Background: an optimization exercise with open tools, aiming at small area, a short achievable clock period and few clock cycles. Do not read the settings as production practice. RTL that was checked went through simulation tests only; none was proved equivalent to the original. Power is estimated from default activity; no workload was simulated.

Setup of run R:
==> flow/design.v <==
module fp32_fma (
    input         clk,
    input  [31:0] a,
    input  [31:0] b,
    input  [31:0] c,
    output [31:0] result
);
wire        sa = a[31], sb = b[31], sc = c[31];
wire [7:0]  ea = a[30:23], eb = b[30:23], ec = c[30:23];
wire [22:0] fa = a[22:0],  fb = b[22:0],  fc = c[22:0];
wire a_zero = (ea == 8'd0);
wire b_zero = (eb == 8'd0);
wire c_zero = (ec == 8'd0);
wire sp  = sa ^ sb;
wire sub = sp ^ sc;
wire [23:0] x = {1'b1, fa};
wire [23:0] y = {1'b1, fb};
wire [25:0] yy = {2'b00, y};
wire [47:0] row [0:12];
genvar gi;
generate
    for (gi = 0; gi < 12; gi = gi + 1) begin : g_booth
        wire y2 = yy[2*gi+1];
        wire y1 = yy[2*gi];
        wire y0 = (gi == 0) ? 1'b0 : yy[2*gi-1];
        wire one = y1 ^ y0;
        wire two = (y2 & ~y1 & ~y0) | (~y2 & y1 & y0);
        wire neg = y2;
        wire [24:0] mag = ({25{one}} & {1'b0, x}) | ({25{two}} & {x, 1'b0});
        wire [24:0] ppx = mag ^ {25{neg}};
        wire [27:0] r0 = (gi == 0) ? {~neg, neg, neg, ppx} : {1'b1, ~neg, ppx};
        wire        pn = (gi == 0) ? 1'b0 : yy[2*gi-1];
        wire [47:0] rr = ({20'd0, r0} << (2*gi)) | ({47'd0, pn} << ((gi == 0) ? 0 : 2*gi-2));
        assign row[gi] = rr;
    end
endgenerate
assign row[12] = ({24'd0, x & {24{y[23]}}} << 24) | ({47'd0, y[23]} << 22);
function [95:0] csa;
    input [47:0] p, q, r;
    reg [47:0] s, k;
    begin
        s = p ^ q ^ r;
        k = (p & q) | (p & r) | (q & r);
        csa = {k[46:0], 1'b0, s};
    end
endfunction
wire [95:0] t1a = csa(row[0], row[1], row[2]);
wire [95:0] t1b = csa(row[3], row[4], row[5]);
wire [95:0] t1c = csa(row[6], row[7], row[8]);
wire [95:0] t1d = csa(row[9], row[10], row[11]);
wire [95:0] t2a = csa(t1a[47:0], t1a[95:48], t1b[47:0]);
wire [95:0] t2b = csa(t1b[95:48], t1c[47:0], t1c[95:48]);
wire [95:0] t2c = csa(t1d[47:0], t1d[95:48], row[12]);
wire [95:0] t3a = csa(t2a[47:0], t2a[95:48], t2b[47:0]);
wire [95:0] t3b = csa(t2b[95:48], t2c[47:0], t2c[95:48]);
wire [95:0] t4a = csa(t3a[47:0], t3a[95:48], t3b[47:0]);
wire [95:0] t5a = csa(t4a[47:0], t4a[95:48], t3b[95:48]);
wire [9:0] rs_full = {2'b00, ea} + {2'b00, eb} - {2'b00, ec} - 10'd100;
wire [6:0] rs0 = rs_full[9] ? 7'd0 : (rs_full > 10'd76) ? 7'd76 : rs_full[6:0];
reg [47:0] s1_ps, s1_pc;
reg [6:0]  s1_rs;
always @(posedge clk) begin
    s1_ps <= t5a[47:0];
    s1_pc <= t5a[95:48];
    s1_rs <= rs0;
end
wire [47:0] prod = s1_ps + s1_pc;
wire [23:0] mc = c_zero ? 24'd0 : {1'b1, fc};
wire [75:0] c_wide = {1'b0, mc, 51'd0} >> s1_rs;
reg  [23:0] lowmask;
integer j;
always @(*)
    for (j = 0; j < 24; j = j + 1)
        lowmask[j] = ({1'b0, s1_rs} >= 8'd51 + j);
wire c_stk = |(mc & lowmask);
reg [47:0] s2_p;
reg [75:0] s2_cx;
always @(posedge clk) begin
    s2_p  <= prod;
    s2_cx <= {c_wide[75:1], c_stk} ^ {76{sub}};
end
wire [75:0] p_win = {27'd0, s2_p, 1'b0};
wire [75:0] hh = p_win ^ s2_cx;
wire [75:0] gg = p_win & s2_cx;
wire [75:0] pg_g [0:7];
wire [75:0] pg_p [0:7];
assign pg_g[0] = gg;
assign pg_p[0] = hh;
generate
    for (gi = 0; gi < 7; gi = gi + 1) begin : g_pfx
        genvar bi;
        for (bi = 0; bi < 76; bi = bi + 1) begin : g_bit
            if ((bi >> gi) & 1) begin : g_op
                localparam integer J = ((bi >> gi) << gi) - 1;
                assign pg_g[gi+1][bi] = pg_g[gi][bi] | (pg_p[gi][bi] & pg_g[gi][J]);
                assign pg_p[gi+1][bi] = pg_p[gi][bi] & pg_p[gi][J];
            end else begin : g_pass
                assign pg_g[gi+1][bi] = pg_g[gi][bi];
                assign pg_p[gi+1][bi] = pg_p[gi][bi];
            end
        end
    end
endgenerate
wire [75:0] cg = pg_g[7];
wire [75:0] cp = pg_p[7];
wire [75:0] sum0 = hh ^ {cg[74:0], 1'b0};
wire [75:0] sum1 = hh ^ ({cg[74:0], 1'b1} | {cp[74:0], 1'b1});
wire        neg  = sub & ~(cg[75] | cp[75]);
wire [75:0] mag  = ~sub ? sum0 : neg ? ~sum0 : sum1;
reg [75:0] s3_m;
reg        s3_neg;
always @(posedge clk) begin
    s3_m   <= mag;
    s3_neg <= neg;
end
wire [79:0] v = {s3_m, 4'b0000};
wire [9:0]  gnz;
generate
    for (gi = 0; gi < 10; gi = gi + 1) begin : g_nz
        assign gnz[gi] = |v[8*gi +: 8];
    end
endgenerate
reg [3:0]  kc;     
reg [79:0] vs;
integer k;
always @(*) begin
    kc = 4'd9;
    for (k = 0; k < 9; k = k + 1)
        if (gnz[k + 1]) kc = 4'd8 - k[3:0];
    vs = v << {kc, 3'b000};
end
wire zero_sum = ~|s3_m;
reg [31:0] s4_v;
reg        s4_stk;
reg [3:0]  s4_kc;
reg        s4_zero;
reg        s4_neg;
always @(posedge clk) begin
    s4_v    <= vs[79:48];
    s4_stk  <= |vs[47:0];
    s4_kc   <= kc;
    s4_zero <= zero_sum;
    s4_neg  <= s3_neg;
end
reg [2:0] kf;      
always @(*) begin
    casez (s4_v[31:24])
        8'b1???????: kf = 3'd0;
        8'b01??????: kf = 3'd1;
        8'b001?????: kf = 3'd2;
        8'b0001????: kf = 3'd3;
        8'b00001???: kf = 3'd4;
        8'b000001??: kf = 3'd5;
        8'b0000001?: kf = 3'd6;
        default:     kf = 3'd7;
    endcase
end
wire [31:0] nv    = s4_v << kf;
wire [23:0] mant  = nv[31:8];
wire        guard = nv[7];
wire        stick = (|nv[6:0]) | s4_stk;
wire        inc   = guard & (stick | mant[0]);
wire [24:0] mant_r = {1'b0, mant} + {24'd0, inc};
wire [10:0] e_pre = {3'd0, ea} + {3'd0, eb} - 11'd99 - {4'd0, s4_kc, 3'd0} - {8'd0, kf};
wire a_inf = (ea == 8'hff) && (fa == 23'd0);
wire b_inf = (eb == 8'hff) && (fb == 23'd0);
wire c_inf = (ec == 8'hff) && (fc == 23'd0);
wire a_nan = (ea == 8'hff) && (fa != 23'd0);
wire b_nan = (eb == 8'hff) && (fb != 23'd0);
wire c_nan = (ec == 8'hff) && (fc != 23'd0);
wire prod_inf  = a_inf | b_inf;
wire prod_zero = a_zero | b_zero;
wire res_nan = a_nan | b_nan | c_nan |
               (a_inf & b_zero) | (a_zero & b_inf) |
               (prod_inf & c_inf & sub);
wire c_big = ~c_zero & rs_full[9];
wire x_nan  = res_nan;
wire x_inf  = ~res_nan & (prod_inf | c_inf);
wire x_sinf = prod_inf ? sp : sc;
wire x_zero = ~res_nan & ~prod_inf & ~c_inf & prod_zero & c_zero;
wire x_c    = ~res_nan & ~prod_inf & ~c_inf & ~c_zero & (prod_zero | c_big);
reg [24:0] s5_m;
reg [10:0] s5_e;
reg        s5_zero, s5_neg;
reg        s5_nan, s5_inf, s5_sinf, s5_z, s5_c;
always @(posedge clk) begin
    s5_m      <= mant_r;
    s5_e      <= e_pre;
    s5_zero   <= s4_zero;
    s5_neg    <= s4_neg;
    s5_nan    <= x_nan;
    s5_inf    <= x_inf;
    s5_sinf   <= x_sinf;
    s5_z      <= x_zero;
    s5_c      <= x_c;
end
wire       rc    = s5_m[24];
wire [10:0] e_r  = s5_e + {10'd0, rc};
wire       e_ovf = ~e_r[10] & (e_r[9:0] >= 10'd255);
wire       e_unf = e_r[10] | (e_r == 11'd0);
wire       rsign = s5_neg ? sc : sp;
reg [31:0] res;
always @(*) begin
    if (s5_nan)
        res = 32'h7fc00000;
    else if (s5_inf)
        res = {s5_sinf, 8'hff, 23'd0};
    else if (s5_z)
        res = {sp & sc, 31'd0};
    else if (s5_c)
        res = c;
    else if (s5_zero)
        res = 32'd0;
    else if (e_ovf)
        res = {rsign, 8'hff, 23'd0};
    else if (e_unf)
        res = {rsign, 31'd0};
    else
        res = {rsign, e_r[7:0], s5_m[22:0]};
end
assign result = res;
endmodule
module core2float (
    input             clk_i,
    input             rst_i,
    input             strobe_i,
    input      [31:0] dev_addr_i,
    input             rw_i,
    input      [3:0]  byte_enable_i,
    input      [31:0] data_i,
    output reg        data_ready_o,
    output reg [31:0] data_o,
    output reg [31:0] float_a_data,
    output reg [31:0] float_b_data,
    output     [31:0] float_c_data,
    input      [31:0] float_result
);
wire [13:0] waddr = dev_addr_i[15:2];
wire raddr_status = (dev_addr_i[11:0] == 12'h8);
wire wr      = strobe_i & rw_i;
wire w_go    = wr & (waddr == 14'h1);
wire w_clear = wr & (waddr == 14'h3);
wire w_a     = wr & (waddr[13:10] == 4'd0) & (waddr[9:2] != 8'd0);
wire w_b     = wr & (waddr[13:10] != 4'd0);
wire rd_res  = strobe_i & ~rw_i & ~raddr_status;
reg [3:0] lanes;
always @(*) begin
    case (byte_enable_i)
        4'b1111: lanes = 4'b1111;
        4'b0001: lanes = 4'b0001;
        4'b0010: lanes = 4'b0010;
        4'b0100: lanes = 4'b0100;
        4'b1000: lanes = 4'b1000;
        default: lanes = 4'b0000;
    endcase
end
reg [31:0] result_q;    
reg        acc_valid;   
reg        done;        
reg [3:0]  busy;        
integer l;
always @(posedge clk_i) begin
    if (rst_i) begin
        float_a_data <= 32'd0;
        float_b_data <= 32'd0;
    end else begin
        for (l = 0; l < 4; l = l + 1) begin
            if (w_a & lanes[l]) float_a_data[8*l +: 8] <= data_i[8*l +: 8];
            if (w_b & lanes[l]) float_b_data[8*l +: 8] <= data_i[8*l +: 8];
        end
    end
end
always @(posedge clk_i) begin
    if (rst_i) begin
        busy <= 4'd0;
        done <= 1'b0;
        acc_valid <= 1'b0;
        result_q <= 32'd0;
        data_ready_o <= 1'b0;
    end else begin
        busy <= {busy[2:0], w_go};
        data_ready_o <= strobe_i;
        if (busy[0]) done <= 1'b1;
        else if (rd_res) done <= 1'b0;
        if (busy[3]) begin
            result_q <= float_result;
            acc_valid <= 1'b1;
        end else if (w_clear) begin
            acc_valid <= 1'b0;
        end
    end
end
wire [31:0] result_next = busy[3] ? float_result : result_q;
always @(posedge clk_i)
    data_o <= raddr_status ? {31'd0, done} : result_next;
assign float_c_data = acc_valid ? result_q : 32'd0;
endmodule
module dsa_top (
    input         clk,
    input         rst,
    input         strobe_i,
    input  [31:0] dev_addr_i,
    input         rw_i,
    input  [3:0]  byte_enable_i,
    input  [31:0] data_i,
    output        data_ready_o,
    output [31:0] data_o
);
wire [31:0] f_a, f_b, f_c, f_result;
core2float Data_feeder (
    .clk_i(clk),
    .rst_i(rst),
    .strobe_i(strobe_i),
    .dev_addr_i(dev_addr_i),
    .rw_i(rw_i),
    .byte_enable_i(byte_enable_i),
    .data_i(data_i),
    .data_ready_o(data_ready_o),
    .data_o(data_o),
    .float_a_data(f_a),
    .float_b_data(f_b),
    .float_c_data(f_c),
    .float_result(f_result)
);
fp32_fma float (
    .clk(clk),
    .a(f_a),
    .b(f_b),
    .c(f_c),
    .result(f_result)
);
endmodule
==> flow/config.mk <==
export PLATFORM = sky130hd
export DESIGN_NAME = dsa_top
export DESIGN_NICKNAME = dsa_top
export VERILOG_FILES = /design/flow/design.v
export SDC_FILE = /design/flow/constraint.sdc
export NUM_CORES = 4
export LEC_CHECK = 0
export CAP_MARGIN = 20
export CORE_MARGIN = 2
export CORE_UTILIZATION = 40
export SETUP_SLACK_MARGIN = 5
export SLEW_MARGIN = 20
==> flow/constraint.sdc <==
create_clock -name core_clock -period 12.5 [get_ports {clk}]
set_input_delay 2.5000 -clock core_clock [delete_from_list [all_inputs] [get_ports {clk}]]
set_output_delay 2.5000 -clock core_clock [all_outputs]
set_load 0.01 [all_outputs]
run.sh (not shown) runs the stock make flow with config.mk's settings and CLKGATE_MAP_FILE= SYNTH_SCRIPT=/design/flow/synth_recipe.tcl, a recipe that flattens the netlist after the stock synthesis.
Here is what was changed in the inputs of run E compared with run R.
-- flow/design.v --
<<< run R, line 81
end
wire [75:0] p_win = {27'd0, s2_p, 1'b0};
wire [75:0] hh = p_win ^ s2_cx;
wire [75:0] gg = p_win & s2_cx;
wire [75:0] pg_g [0:7];
wire [75:0] pg_p [0:7];
assign pg_g[0] = gg;
assign pg_p[0] = hh;
generate
    for (gi = 0; gi < 7; gi = gi + 1) begin : g_pfx
        genvar bi;
        for (bi = 0; bi < 76; bi = bi + 1) begin : g_bit
            if ((bi >> gi) & 1) begin : g_op
                localparam integer J = ((bi >> gi) << gi) - 1;
                assign pg_g[gi+1][bi] = pg_g[gi][bi] | (pg_p[gi][bi] & pg_g[gi][J]);
                assign pg_p[gi+1][bi] = pg_p[gi][bi] & pg_p[gi][J];
            end else begin : g_pass
                assign pg_g[gi+1][bi] = pg_g[gi][bi];
                assign pg_p[gi+1][bi] = pg_p[gi][bi];
            end
        end
    end
endgenerate
wire [75:0] cg = pg_g[7];
wire [75:0] cp = pg_p[7];
wire [75:0] sum0 = hh ^ {cg[74:0], 1'b0};
wire [75:0] sum1 = hh ^ ({cg[74:0], 1'b1} | {cp[74:0], 1'b1});
wire        neg  = sub & ~(cg[75] | cp[75]);
wire [75:0] mag  = ~sub ? sum0 : neg ? ~sum0 : sum1;
reg [75:0] s3_m;
reg        s3_neg;
>>> run E, line 81
end
wire [75:0] p_win = {27'd0, s2_p, 1'b0};
wire [76:0] sum1 = {1'b0, p_win} + {sub, s2_cx} + {76'd0, sub};
wire [75:0] sum2 = ~(p_win + s2_cx);
wire        neg  = sub & sum1[76];
wire [75:0] mag  = neg ? sum2 : sum1[75:0];
reg [75:0] s3_m;
reg        s3_neg;
<<< run R, line 181
wire x_c    = ~res_nan & ~prod_inf & ~c_inf & ~c_zero & (prod_zero | c_big);
reg [24:0] s5_m;
reg [10:0] s5_e;
reg        s5_zero, s5_neg;
reg        s5_nan, s5_inf, s5_sinf, s5_z, s5_c;
always @(posedge clk) begin
    s5_m      <= mant_r;
    s5_e      <= e_pre;
    s5_zero   <= s4_zero;
    s5_neg    <= s4_neg;
>>> run E, line 158
wire x_c    = ~res_nan & ~prod_inf & ~c_inf & ~c_zero & (prod_zero | c_big);
reg [24:0] s5_m;
reg [7:0]  s5_e;
reg        s5_e_ovf0, s5_e_ovf1, s5_e_unf0, s5_e_unf1;
reg        s5_zero, s5_neg;
reg        s5_nan, s5_inf, s5_sinf, s5_z, s5_c;
always @(posedge clk) begin
    s5_m      <= mant_r;
    s5_e      <= e_pre[7:0];
    s5_e_ovf0 <= ~e_pre[10] & (e_pre[9:0] >= 10'd255);
    s5_e_ovf1 <= ~e_pre[10] & (e_pre[9:0] >= 10'd254);
    s5_e_unf0 <= e_pre[10] | (e_pre == 11'd0);
    s5_e_unf1 <= e_pre[10];
    s5_zero   <= s4_zero;
    s5_neg    <= s4_neg;
<<< run R, line 196
end
wire       rc    = s5_m[24];
wire [10:0] e_r  = s5_e + {10'd0, rc};
wire       e_ovf = ~e_r[10] & (e_r[9:0] >= 10'd255);
wire       e_unf = e_r[10] | (e_r == 11'd0);
wire       rsign = s5_neg ? sc : sp;
reg [31:0] res;
>>> run E, line 178
end
wire       rc    = s5_m[24];
wire [7:0] e_r   = s5_e + {7'd0, rc};
wire       e_ovf = rc ? s5_e_ovf1 : s5_e_ovf0;
wire       e_unf = rc ? s5_e_unf1 : s5_e_unf0;
wire       rsign = s5_neg ? sc : sp;
reg [31:0] res;
<<< run R, line 217
        res = {rsign, 31'd0};
    else
        res = {rsign, e_r[7:0], s5_m[22:0]};
end
assign result = res;
>>> run E, line 199
        res = {rsign, 31'd0};
    else
        res = {rsign, e_r, s5_m[22:0]};
end
assign result = res;
Findings:
Run E against run R: longest individual stage delay on the worst path decreased 0.08 ns; met3 wire length rose about 8%; worst-case register-to-register setup slack fell 0.40 ns; count of flip-flops and latches saw little to no change; worst setup slack decreased 0.40 ns. Area taken by flip-flops and latches: run R vs run E, no meaningful difference. Run E vs run R: relative contribution of the clock network to total power down in run E. Looking at start point of the critical path, the Data_feeder.float_a_data[31] result is from run E; the Data_feeder.float_b_data[1] one comes from run R.
Testbench counts of run E, summed over its fixed seeds: cycles 10,304.
The RTL of run R was laid out without a check of its function.

## static timing again, ports no longer ideal
The results above use ideal ports. As a check the final layouts listed here were re-extracted and re-timed, cells and wires unchanged.
Step 1 sets driving cells, clkbuf_16 on the clock port and buf_2 on the other inputs (assumed; they add their load-dependent delay and slew).
Step 2 times the ports against the registers' clock, not the clock port: input delays grow and output delays shrink by t, the midpoint of the rising clock arrivals with the driver on.
Slacks: no drivers / after step 1 / after step 2; pairs: no drivers / after step 1.
run	shift t [ns]	slack for setup (ns)	hold WS [ns]
run R	0.706	7.179 / 7.179 / 7.179	0.326 / 0.326 / 0.326
run E	0.755	6.777 / 6.777 / 6.777	0.327 / 0.327 / 0.327
After both steps every run listed still meets setup and hold.
